This design comes from an exercise in tuning for small area on the open sky130 flow, not from production work. RTL that was checked went through simulation tests only; none was proved equivalent to the original. The clock port is modelled as an ideal driver; clocking choices that lean on that would not hold on a real chip.

==> run a: inputs <==
==> flow/design.v (excerpt) <==
module FIR_FILTER (clk, rst, data_valid, data, fir_valid, fir_d);
export LEC_CHECK = 0
export CAP_MARGIN = 20
export CORE_MARGIN = 2
export CORE_UTILIZATION = 65
export CTS_BUF_LIST = sky130_fd_sc_hd__clkbuf_4
export GPL_TIMING_DRIVEN = 0
export SLEW_MARGIN = 20
export SYNTH_HIERARCHICAL = 1
create_clock -name core_clock -period 15.0 [get_ports {clk}]
run.sh (not shown) runs the stock make flow with config.mk's settings and CLKGATE_MAP_FILE= SYNTH_SCRIPT=/design/flow/synth_recipe.tcl, a recipe that flattens the netlist after the stock synthesis.
==> inputs of run b, as changes to run a <==
--- a/flow/config.mk
+++ b/flow/config.mk
@@ -9,5 +9,3 @@
 export CORE_MARGIN = 2
-export CORE_UTILIZATION = 65
-export CTS_BUF_LIST = sky130_fd_sc_hd__clkbuf_4
-export GPL_TIMING_DRIVEN = 0
+export CORE_UTILIZATION = 40
 export SLEW_MARGIN = 20
==> flow_metrics.py <==
metrics = {
    "final_layout": {
        "clkCellAreaFrac_pct": 4.824,
        "areaGrowthSynthToFinish_pct": 11.53,
        "final_core_util_pct": 44.82,
        "antenna_cells": 2,
    },
    "worst_setup_path": {
        "crit_fanout": 7,
    },
    "global_routing": {
        "grt_usage_pct": 24.88,
    },
    "sta": {
        "min_period_over_period_pct": 93.75,
        "period_needed_ps": 14060,
    },
    "run_status": {
        "outcome": "finished clean",
    },
}
# the run above: run b

==> flow_metrics.py <==
metrics = {
    "run_status": {
        "outcome": "finished clean",
    },
    "final_layout": {
        "areaGrowthSynthToFinish_pct": 7.572,
        "final_core_util_pct": 70.44,
        "layout.nets": 3715,
        "antenna_cells": 4,
    },
    "worst_setup_path": {
        "crit_fanout": 6,
    },
    "global_routing": {
        "grt_usage_pct": 40.26,
        "busiest_layer": "met2",
    },
    "route": {
        "dr_total_vias": 19364,
    },
    "clocking": {
        "ctsResizeCount": 0,
        "cts-root-buf": "clkbuf_4",
    },
    "min_path": {
        "min_path_type": "flop to flop",
    },
    "sta": {
        "skew_ps": 59.17,
        "period_needed_ps": 14430,
        "hold_violations": 0,
    },
    "die": {
        "pin_count": 36,
    },
}
# the run above: run a

No run of this note included a check of the RTL's function; only the layout flow was run.

==> job 6759: inputs <==
Another version of the RTL of FIR_FILTER (not shown whole).
Settings: LEC_CHECK=0, CAP_MARGIN=20, CORE_MARGIN=2, CORE_UTILIZATION=60, GPL_TIMING_DRIVEN=0, SLEW_MARGIN=20, SYNTH_HIERARCHICAL=1; clock period 15.0 ns.
standard.sh (not shown) runs the stock make flow with config.mk's settings and CLKGATE_MAP_FILE= SYNTH_SCRIPT=/design/flow/synth_recipe.tcl, a recipe that flattens the netlist after the stock synthesis.
==> flow/flow/run.sh <==
#!/bin/bash
# The standard layout, run stage by stage:
# - floorplan: pre-CTS setup repair only for paths worse than -3 ns (the clock skew
#   added after CTS gives the adder paths into the output register more time)
# - CTS: no dummy loads, sink clusters of up to 10 flops on clkbuf_4, then
#   flow/skew.tcl delays the output register's clock and repairs timing
# - port buffers: buf_1
set -euo pipefail
here=$(pwd)
export CTS_ARGS="-sink_clustering_enable -repair_clock_nets -buf_list sky130_fd_sc_hd__clkbuf_4 -sink_clustering_size 10 -sink_clustering_max_diameter 60 -dont_use_dummy_load"
export BUFFER_PORTS_ARGS="-buffer_cell sky130_fd_sc_hd__buf_1"
export SKEW_CELLS="dlygate4sd3_1 dlygate4sd3_1 dlygate4sd3_1 clkbuf_8"
SETUP_SLACK_MARGIN=-3 bash standard.sh floorplan > floorplan.log 2>&1
bash standard.sh place > place.log 2>&1
SKIP_CTS_REPAIR_TIMING=1 POST_CTS_TCL=$here/flow/skew.tcl bash standard.sh cts > cts.log 2>&1
bash standard.sh > finish.log 2>&1
Other scripts of this flow, unchanged in this note and not shown: flow/flow/skew.tcl
==> job 7270: changes against job 6759 <==
--- a/flow/flow/run.sh
+++ b/flow/flow/run.sh
@@ -9,7 +9,7 @@
 here=$(pwd)
 export CTS_ARGS="-sink_clustering_enable -repair_clock_nets -buf_list sky130_fd_sc_hd__clkbuf_4 -sink_clustering_size 10 -sink_clustering_max_diameter 60 -dont_use_dummy_load"
 export BUFFER_PORTS_ARGS="-buffer_cell sky130_fd_sc_hd__buf_1"
-export SKEW_CELLS="dlygate4sd3_1 dlygate4sd3_1 dlygate4sd3_1 clkbuf_8"
+export SKEW_CELLS="dlygate4sd3_1 dlygate4sd3_1 dlygate4sd3_1 dlygate4sd3_1 clkbuf_8"
 SETUP_SLACK_MARGIN=-3 bash standard.sh floorplan > floorplan.log 2>&1
 bash standard.sh place > place.log 2>&1
 SKIP_CTS_REPAIR_TIMING=1 POST_CTS_TCL=$here/flow/skew.tcl bash standard.sh cts > cts.log 2>&1
==> comparison table <==
| metric | job 7270 | job 6759 |
|---|---|---|
| Fraction of area in multi-input gates | 61.8% | 63.3% |
| Routed wire length on met3 | 9210 µm | 9280 µm |
| Total stage count of the critical path | 39 | 36 |
| Hold path depth | 9 | 8 |
| Total Wirelength | 86,700 µm | 85,900 µm |
| Worst flop-to-flop path startpoint | x19[0] | x6[0] |
| Bufs and invs on worst path | 7 | 1 |
| M1 WL | 37,600 µm | 37,400 µm |
| Worst slew margin relative to its limit | 47.3% | 47.4% |
| Layout cell share with drive strength beyond 1 | 4.47% | 4.05% |
| Via count of the first global-routing pass | 18,900 | 18,300 |
| Status | timing/DRC/antenna clean | timing/DRC/antenna clean |

[static timing again, ports no longer ideal]
Ports are ideal in the flow. The routed layouts listed here were re-timed in OpenROAD. Step 1 (the two cells are an assumption about what drives the block):
set clk [get_ports {clk}]
set_driving_cell -lib_cell sky130_fd_sc_hd__clkbuf_16 $clk
set_driving_cell -lib_cell sky130_fd_sc_hd__buf_2 [delete_from_list [all_inputs] $clk]
Step 2, shift: input delay + t, output delay - t, t = (earliest + latest rising clock arrival at the registers) / 2. This alone moves slack from input paths to output paths. Three values: ideal, step 1, step 2; two values: the first two.
run	t (ns)	setup slack, ns	latest minus earliest clock arrival (ns)	worst slew at a driven data input, ns
run a	0.992	0.568 / 0.568 / 0.568	0.064 / 0.064	0.04
run b	0.735	0.938 / 0.938 / 0.938	0.024 / 0.024	0.08
job 6759	1.726	0.228 / 0.228 / 0.228	1.854 / 1.855	0.05
job 7270	1.998	0.287 / 0.287 / 0.287	2.378 / 2.378	0.05
In job 6759 and job 7270 the clock reaches the registers at very different times; t lies between them, and the last value is a rough guide only.
